Source: an optimization exercise on an open RTL-to-GDS flow (aim: small area and a short achievable clock period). Production flows keep margins and buffers that such runs may drop.
The RTL was checked by simulation tests, not by an equivalence proof against the original design.

==> job 3199: inputs <==
## EdgeRasterizer
module EdgeRasterizer(clock,
						in_sig_start_new_triangle,
						in_sig_get_boundary_coords,
						in_sig_form_edges,
						in_sig_pixel_loop_setup,
						in_sig_rasterize_pixels,
						in_v0_screen_x, in_v0_screen_y,
						in_v1_screen_x, in_v1_screen_y,
						in_v2_screen_x, in_v2_screen_y,
						in_v0_depth, in_v1_depth, in_v2_depth,
						in_color,
						out_sig_rasterize_write_pixel,
						out_sig_rasterize_done,
						out_pixel_x, out_pixel_y,
						out_pixel_depth,
						out_pixel_color);
	input [0:0] clock;
	input [0:0] in_sig_start_new_triangle;
	input [0:0] in_sig_get_boundary_coords;
	input [0:0] in_sig_form_edges;
	input [0:0] in_sig_pixel_loop_setup;
	input [0:0] in_sig_rasterize_pixels;
	input [15:0] in_v0_screen_x, in_v0_screen_y;
	input [15:0] in_v1_screen_x, in_v1_screen_y;
	input [15:0] in_v2_screen_x, in_v2_screen_y;
	input [1:0] in_v0_depth, in_v1_depth, in_v2_depth;
	input [15:0] in_color;
	output [0:0] out_sig_rasterize_write_pixel;
	output [0:0] out_sig_rasterize_done;
	output [15:0] out_pixel_x, out_pixel_y;
	output [1:0] out_pixel_depth;
	output [15:0] out_pixel_color;
	wire st = in_sig_start_new_triangle;
	wire bd = in_sig_get_boundary_coords;
	wire fe = in_sig_form_edges;
	wire ls = in_sig_pixel_loop_setup;
	wire rs = in_sig_rasterize_pixels;
	reg ph_a, ph_b, ph_c;	 
	reg setup_bc;		 
	always @(posedge clock) begin
		if (st | bd | fe | ls | rs) begin
			ph_a <= st;
			ph_b <= bd;
			ph_c <= fe;
			setup_bc <= bd | fe;
		end
	end
	reg [15:0] r0, r1, r2, r3, r4, r5;
	reg [1:0] dep0, dep1, dep2;
	reg [15:0] color;
	reg [15:0] max_x;
	reg [15:0] x, y;
	reg [15:0] area;
	reg [15:0] e1, e2;
	reg [15:0] rs1, rs2;	 
	reg [8:0] p1l, p2l;	 
	reg j1, j2;
	reg nsel, nincx, nincy;	 
	reg natx, naty;		 
	reg w0;			 
	wire [15:0] vx0 = r0, vy0 = r1, vx1 = r2, vy1 = r3, vx2 = r4, vy2 = r5;
	wire [15:0] a1, a2, b1, b2;
	wire ca1, ca2, cb1, cb2;	 
	EdgeRasterizer_add16 u_a1(vy2, ~vy0, 1'b1, a1, ca1);	 
	EdgeRasterizer_add16 u_a2(vy0, ~vy1, 1'b1, a2, ca2);	 
	EdgeRasterizer_add16 u_b1(vx0, ~vx2, 1'b1, b1, cb1);	 
	EdgeRasterizer_add16 u_b2(vx1, ~vx0, 1'b1, b2, cb2);	 
	wire za1 = ~|a1, za2 = ~|a2, zb1 = ~|b1, zb2 = ~|b2;
	wire x10 = ~cb2, x01 = cb2 & ~zb2;	 
	wire x02 = ~cb1, x20 = cb1 & ~zb1;
	wire x12 = vx1 < vx2, x21 = ~x12 & (vx1 != vx2);
	wire y20 = ~ca1, y02 = ca1 & ~za1;
	wire y01 = ~ca2, y10 = ca2 & ~za2;
  ...
make LEC_CHECK=0 CAP_MARGIN=20 CORE_MARGIN=2 CORE_UTILIZATION=40 SLEW_MARGIN=45 finish   # period 28.0 ns
run.sh (not shown) runs the stock make flow with config.mk's settings and CLKGATE_MAP_FILE= SYNTH_SCRIPT=/design/flow/synth_recipe.tcl, a recipe that flattens the netlist after the stock synthesis.
==> inputs of job 9308, as changes to job 3199 <==
--- a/flow/design.v
+++ b/flow/design.v
@@ -71,26 +71,26 @@
 			ph_b <= bd;
 			ph_c <= fe;
 			setup_bc <= bd | fe;
 		end
 	end
 	reg [15:0] r0, r1, r2, r3, r4, r5;
 	reg [1:0] dep0, dep1, dep2;
 	reg [15:0] color;
-	reg [15:0] max_x;
+	reg [15:0] max_x;		 
 	reg [15:0] x, y;
 	reg [15:0] area;
 	reg [15:0] e1, e2;
 	reg [15:0] rs1, rs2;	 
-	reg [8:0] p1l, p2l;	 
+	reg [8:0] m1, m2;
 	reg j1, j2;
 	reg nsel, nincx, nincy;	 
 	reg natx, naty;		 
-	reg w0;			 
+	reg w0, h0;		 
 	wire [15:0] vx0 = r0, vy0 = r1, vx1 = r2, vy1 = r3, vx2 = r4, vy2 = r5;
 	wire [15:0] a1, a2, b1, b2;
 	wire ca1, ca2, cb1, cb2;	 
 	EdgeRasterizer_add16 u_a1(vy2, ~vy0, 1'b1, a1, ca1);	 
 	EdgeRasterizer_add16 u_a2(vy0, ~vy1, 1'b1, a2, ca2);	 
 	EdgeRasterizer_add16 u_b1(vx0, ~vx2, 1'b1, b1, cb1);	 
 	EdgeRasterizer_add16 u_b2(vx1, ~vx0, 1'b1, b2, cb2);	 
 	wire za1 = ~|a1, za2 = ~|a2, zb1 = ~|b1, zb2 = ~|b2;
@@ -104,20 +104,32 @@
 	wire iy0 = y01 & y02, iy1 = y10 & y12;		 
 	wire kx0 = x10 & x20, kx1 = x01 & x21;		 
 	wire ky0 = y10 & y20, ky1 = y01 & y21;		 
 	wire [15:0] mnx = ix0 ? vx0 : ix1 ? vx1 : vx2;
 	wire [15:0] mny = iy0 ? vy0 : iy1 ? vy1 : vy2;
 	wire [15:0] mxx = kx0 ? vx0 : kx1 ? vx1 : vx2;
 	wire [15:0] mxy = ky0 ? vy0 : ky1 ? vy1 : vy2;
 	wire [15:0] xj = iy0 ? vx0 : iy1 ? vx1 : vx2;
-	wire [15:0] p1 = {r0[15:9], p1l};
-	wire [15:0] p2 = {r1[15:9], p2l};
-	wire [15:0] q1 = e1;
-	wire [15:0] q2 = e2;
+	wire [15:0] mxx_z, mxy_z;	 
+	assign mxx_z[0] = 1'b1;
+	assign mxy_z[0] = 1'b1;
+	genvar gi;
+	generate
+		for (gi = 1; gi < 16; gi = gi + 1) begin : dec
+			assign mxx_z[gi] = ~|mxx[gi - 1:0];
+			assign mxy_z[gi] = ~|mxy[gi - 1:0];
+		end
+	endgenerate
+	wire [15:0] mxx_m1 = mxx ^ mxx_z;
+	wire [15:0] mxy_m1 = mxy ^ mxy_z;
+	wire [15:0] p1 = {r0[15:9], setup_bc ? r0[8:0] : m1};
+	wire [15:0] p2 = {r1[15:9], setup_bc ? r1[8:0] : m2};
+	wire [15:0] q1 = ph_b ? r3 : {r4[15:9], ph_c ? r4[8:0] : e1[8:0]};
+	wire [15:0] q2 = ph_b ? r2 : {r4[15:9], ph_c ? r4[8:0] : e2[8:0]};
 	wire m1t_p1 = p1[0] & q1[0];
 	wire m1t_p2 = p1[1] & q1[0];
 	wire m1t_p3 = p1[2] & q1[0];
 	wire m1t_p4 = p1[3] & q1[0];
 	wire m1t_p5 = p1[4] & q1[0];
 	wire m1t_p6 = p1[5] & q1[0];
 	wire m1t_p7 = p1[6] & q1[0];
 	wire m1t_p8 = p1[7] & q1[0];
@@ -804,17 +816,17 @@
 	wire m2t_s341 = m2t_s313 ^ m2t_c280 ^ m2t_c312;
 	wire m2t_c342 = (m2t_s313 & m2t_c280) | (m2t_s313 & m2t_c312) | (m2t_c280 & m2t_c312);
 	wire m2t_s343 = m2t_s315 ^ m2t_c284 ^ m2t_c314;
 	wire m2t_c344 = (m2t_s315 & m2t_c284) | (m2t_s315 & m2t_c314) | (m2t_c284 & m2t_c314);
 	wire m2t_s345 = m2t_s317 ^ m2t_c288 ^ m2t_c316;
 	wire m2t_c346 = (m2t_s317 & m2t_c288) | (m2t_s317 & m2t_c316) | (m2t_c288 & m2t_c316);
 	wire [15:0] s2v = {m2t_s345, m2t_s343, m2t_s341, m2t_s339, m2t_s337, m2t_s335, m2t_s333, m2t_s331, m2t_s329, m2t_s327, m2t_s325, m2t_s323, m2t_s321, m2t_s319, m2t_p2, m2t_p1};
 	wire [15:0] c2v = {m2t_c344, m2t_c342, m2t_c340, m2t_c338, m2t_c336, m2t_c334, m2t_c332, m2t_c330, m2t_c328, m2t_c326, m2t_c324, m2t_c322, m2t_c320, m2t_p32, m2t_p17, 1'b0};
-	wire [15:0] area_c = rs1 - rs2;
+	wire [15:0] area_c = e1 - e2;
 	wire [15:0] u1 = (ph_c & j1) ? area_c : 16'd0;
 	wire [15:0] f1s = s1v ^ c1v ^ u1;
 	wire [15:0] f1c = (s1v & c1v) | (s1v & u1) | (c1v & u1);
 	wire [15:0] u2 = (ph_c & j2) ? area_c : 16'd0;
 	wire [15:0] f2s = s2v ^ c2v ^ u2;
 	wire [15:0] f2c = (s2v & c2v) | (s2v & u2) | (c2v & u2);
 	wire [15:0] xd;
 	wire xd_c;
@@ -836,60 +848,28 @@
 		(area_c[7:0] <= 8'd16) ? 8'd8 :
 		(area_c[7:0] <= 8'd18) ? 8'd7 :
 		(area_c[7:0] <= 8'd21) ? 8'd6 :
 		(area_c[7:0] <= 8'd25) ? 8'd5 :
 		(area_c[7:0] <= 8'd32) ? 8'd4 :
 		(area_c[7:0] <= 8'd42) ? 8'd3 :
 		(area_c[7:0] <= 8'd64) ? 8'd2 :
 		(area_c[7:0] <= 8'd128) ? 8'd1 : 8'd0;
-	wire [8:0] inv3 = (area_c[15:8] != 8'd0 || area_c[7:0] == 8'd0) ? 9'd0 :
-		(area_c[7:0] <= 8'd1) ? 9'd384 :
-		(area_c[7:0] <= 8'd2) ? 9'd192 :
-		(area_c[7:0] <= 8'd3) ? 9'd126 :
-		(area_c[7:0] <= 8'd4) ? 9'd96 :
-		(area_c[7:0] <= 8'd5) ? 9'd75 :
-		(area_c[7:0] <= 8'd6) ? 9'd63 :
-		(area_c[7:0] <= 8'd7) ? 9'd54 :
-		(area_c[7:0] <= 8'd8) ? 9'd48 :
-		(area_c[7:0] <= 8'd9) ? 9'd42 :
-		(area_c[7:0] <= 8'd10) ? 9'd36 :
-		(area_c[7:0] <= 8'd11) ? 9'd33 :
-		(area_c[7:0] <= 8'd12) ? 9'd30 :
-		(area_c[7:0] <= 8'd14) ? 9'd27 :
-		(area_c[7:0] <= 8'd16) ? 9'd24 :
-		(area_c[7:0] <= 8'd18) ? 9'd21 :
-		(area_c[7:0] <= 8'd21) ? 9'd18 :
-		(area_c[7:0] <= 8'd25) ? 9'd15 :
-		(area_c[7:0] <= 8'd32) ? 9'd12 :
-		(area_c[7:0] <= 8'd42) ? 9'd9 :
-		(area_c[7:0] <= 8'd64) ? 9'd6 :
-		(area_c[7:0] <= 8'd128) ? 9'd3 : 9'd0;
-	function [8:0] dinv;
-		input [1:0] d;
-		input [7:0] i1;
-		input [8:0] i3;
-		dinv = (d == 2'd0) ? 9'd0 : (d == 2'd1) ? {1'b0, i1} : (d == 2'd2) ? {i1, 1'b0} : i3;
-	endfunction
-	wire [8:0] di0 = dinv(dep0, inv, inv3);
-	wire [8:0] m1v = dinv(dep1, inv, inv3) - di0;
-	wire [8:0] m2v = dinv(dep2, inv, inv3) - di0;
+	wire [8:0] dd1 = {7'd0, dep1} - {7'd0, dep0};
+	wire [8:0] dd2 = {7'd0, dep2} - {7'd0, dep0};
 	wire [15:0] e0 = area - e1 - e2;
 	wire in_tri = ~e0[15] & ~e1[15] & ~e2[15];
 	wire [8:0] t1 = s1v[8:0] + c1v[8:0];
 	wire [8:0] t2 = s2v[8:0] + c2v[8:0];
 	wire [10:0] dsum = {2'b00, t1} + {2'b00, t2} + {2'b00, dep0, 1'b1, 6'd0};
 	wire [1:0] dq = (dsum[10:9] != 2'b00) ? 2'b11 : dsum[8:7];
 	wire [15:0] xi = x + {15'd0, nincx};
 	wire [15:0] yi = y + {15'd0, nincy};
 	wire [15:0] nx = nsel ? r4 : xi;
 	wire atx = natx;
-	wire [15:0] nxn = ~nx, yin = ~yi;
-	wire nx1_max = (max_x ^ nxn) == {max_x[14:0] | nxn[14:0], 1'b0};
-	wire yi1_max = (r5 ^ yin) == {r5[14:0] | yin[14:0], 1'b0};
 	wire aty = naty;
 	wire [15:0] ea1 = setup_bc ? f1s : atx ? rs1 : e1;
 	wire [15:0] eb1 = setup_bc ? {f1c[14:0], 1'b0} : atx ? r2 : r0;
 	wire [15:0] ea2 = setup_bc ? f2s : atx ? rs2 : e2;
 	wire [15:0] eb2 = setup_bc ? {f2c[14:0], 1'b0} : atx ? r3 : r1;
 	wire [15:0] e1n = ea1 + eb1;
 	wire [15:0] e2n = ea2 + eb2;
 	wire hold = atx & aty;
@@ -901,53 +881,54 @@
 			dep0 <= in_v0_depth;
 			dep1 <= in_v1_depth;
 			dep2 <= in_v2_depth;
 			color <= in_color;
 		end
 		if (st | bd) begin
 			r0 <= st ? in_v0_screen_x : a1;
 			r1 <= st ? in_v0_screen_y : a2;
-			r2 <= bd ? b1 : in_v1_screen_x;
-			r3 <= bd ? b2 : in_v1_screen_y;
-			r5 <= bd ? mxy : in_v2_screen_y;
+			r5 <= st ? in_v2_screen_y : mxy_m1;
+		end
+		if (st | bd) begin
+			r2 <= st ? in_v1_screen_x : b1;
+			r3 <= st ? in_v1_screen_y : b2;
 		end
-		if (ph_a) begin
-			max_x <= mxx;
+		if (st | bd | fe | ls)
+			r4 <= st ? in_v2_screen_x : ph_a ? xj : ph_b ? xd : x;
+		if (bd) begin
+			max_x <= mxx_m1;
+			w0 <= mnx == mxx;
+			h0 <= mny == mxy;
 			j1 <= iy1;
 			j2 <= ~iy0 & ~iy1;
 		end
-		if (ph_c) begin
-			w0 <= x == max_x;
-			area <= area_c;
-		end
-		if (st | bd | fe)
-			r4 <= st ? in_v2_screen_x : ph_a ? xj : x;
-		if (ph_a | rs) begin
+		if (bd | rs) begin
 			x <= ph_a ? mnx : nx;
 			y <= ph_a ? mny : yi;
 		end
-		if (ph_a | ls) begin
-			p1l <= ph_a ? a1[8:0] : m1v;
-			p2l <= ph_a ? a2[8:0] : m2v;
-		end
-		if (ph_a | fe | ls | (rs & ~hold)) begin
-			e1 <= ph_a ? b2 : ph_b ? xd : e1n;
-			e2 <= ph_a ? b1 : ph_b ? xd : e2n;
+		if (ls) begin
+			area <= area_c;
+			m1 <= dd1 * {1'b0, inv};
+			m2 <= dd2 * {1'b0, inv};
+		end
+		if (fe | ls | (rs & ~hold)) begin
+			e1 <= e1n;
+			e2 <= e2n;
 		end
-		if (ph_b | ls | (rs & wrap)) begin
+		if (ls | (rs & wrap)) begin
 			rs1 <= e1n;
 			rs2 <= e2n;
 		end
 		if (ls | rs) begin
 			nsel <= ~ph_c & wrap;
 			nincx <= ~ph_c & ~atx;
 			nincy <= ~ph_c & wrap;
-			natx <= ph_c ? x == max_x : hold | (wrap ? w0 : nx1_max);
-			naty <= ph_c ? y == r5 : wrap ? yi1_max : naty;
+			natx <= ph_c ? w0 : hold | (wrap ? w0 : nx == max_x);
+			naty <= ph_c ? h0 : wrap ? yi == r5 : naty;
 		end
 		od <= dq;
 		wr <= rs & in_tri;
 		dn <= rs & hold;
 	end
 	assign out_sig_rasterize_write_pixel = wr;
 	assign out_sig_rasterize_done = dn;
 	assign out_pixel_x = x;
- SLEW_MARGIN: 45 -> 20
==> impl_results.html <==
<table>
<tr><th>Metric</th><th>Value</th></tr>
<tr><th colspan="2">Outcome</th></tr>
<tr><td>Run status</td><td>timing/DRC/antenna clean</td></tr>
<tr><th colspan="2">Final layout</th></tr>
<tr><td>Clock distribution area overhead in the final layout</td><td>3.20%</td></tr>
<tr><td>Fill count</td><td>roughly 7700</td></tr>
<tr><td>Post-Layout Cell Count</td><td>4570</td></tr>
<tr><th colspan="2">Critical path</th></tr>
<tr><td>CP Buf/Inv Count</td><td>1</td></tr>
<tr><td>Critical path origin</td><td>x[2]$_DFFE_PP_</td></tr>
<tr><td>Master of the slowest instance on the critical path</td><td>sky130_fd_sc_hd__clkdlybuf4s50_1</td></tr>
<tr><th colspan="2">Routing</th></tr>
<tr><td>Length of routed met3 wiring</td><td>7.55 mm</td></tr>
<tr><th colspan="2">Die</th></tr>
<tr><td>Area of the die</td><td>between 80000 and 90000 sq um</td></tr>
<tr><th colspan="2">Timing</th></tr>
<tr><td>Clock period minus final worst setup slack</td><td>7430 ps</td></tr>
<tr><th colspan="2">Synth</th></tr>
<tr><td>Area contributors post-synth</td><td>sky130_fd_sc_hd__edfxtp_1, sky130_fd_sc_hd__fa_1, sky130_fd_sc_hd__ha_1</td></tr>
<tr><td>Post-synth design cell area</td><td>approximately 32000 sq um</td></tr>
<tr><th colspan="2">Global routing</th></tr>
<tr><td>Global-route wire length before repair</td><td>between 150 and 200 mm</td></tr>
<tr><th colspan="2">CTS</th></tr>
<tr><td>CTS Buf Count</td><td>37</td></tr>
</table>
That was job 3199.
==> impl_results.html <==
<table>
<tr><th>Metric</th><th>Value</th></tr>
<tr><th colspan="2">Outcome</th></tr>
<tr><td>Run status</td><td>timing/DRC/antenna clean</td></tr>
<tr><th colspan="2">Final layout</th></tr>
<tr><td>Fill count</td><td>7633</td></tr>
<tr><th colspan="2">Critical path</th></tr>
<tr><td>Critical path origin</td><td>ph_b$_DFFE_PP_</td></tr>
<tr><td>Master of the slowest instance on the critical path</td><td>sky130_fd_sc_hd__edfxtp_1</td></tr>
<tr><td>CP Buf/Inv Count</td><td>3</td></tr>
<tr><th colspan="2">Synth</th></tr>
<tr><td>Post-synth design cell area</td><td>31900 sq um</td></tr>
<tr><th colspan="2">Global routing</th></tr>
<tr><td>Global-route wire length before repair</td><td>about 150 mm</td></tr>
<tr><th colspan="2">Die</th></tr>
<tr><td>Area of the die</td><td>82000 sq um</td></tr>
</table>
That was job 9308.
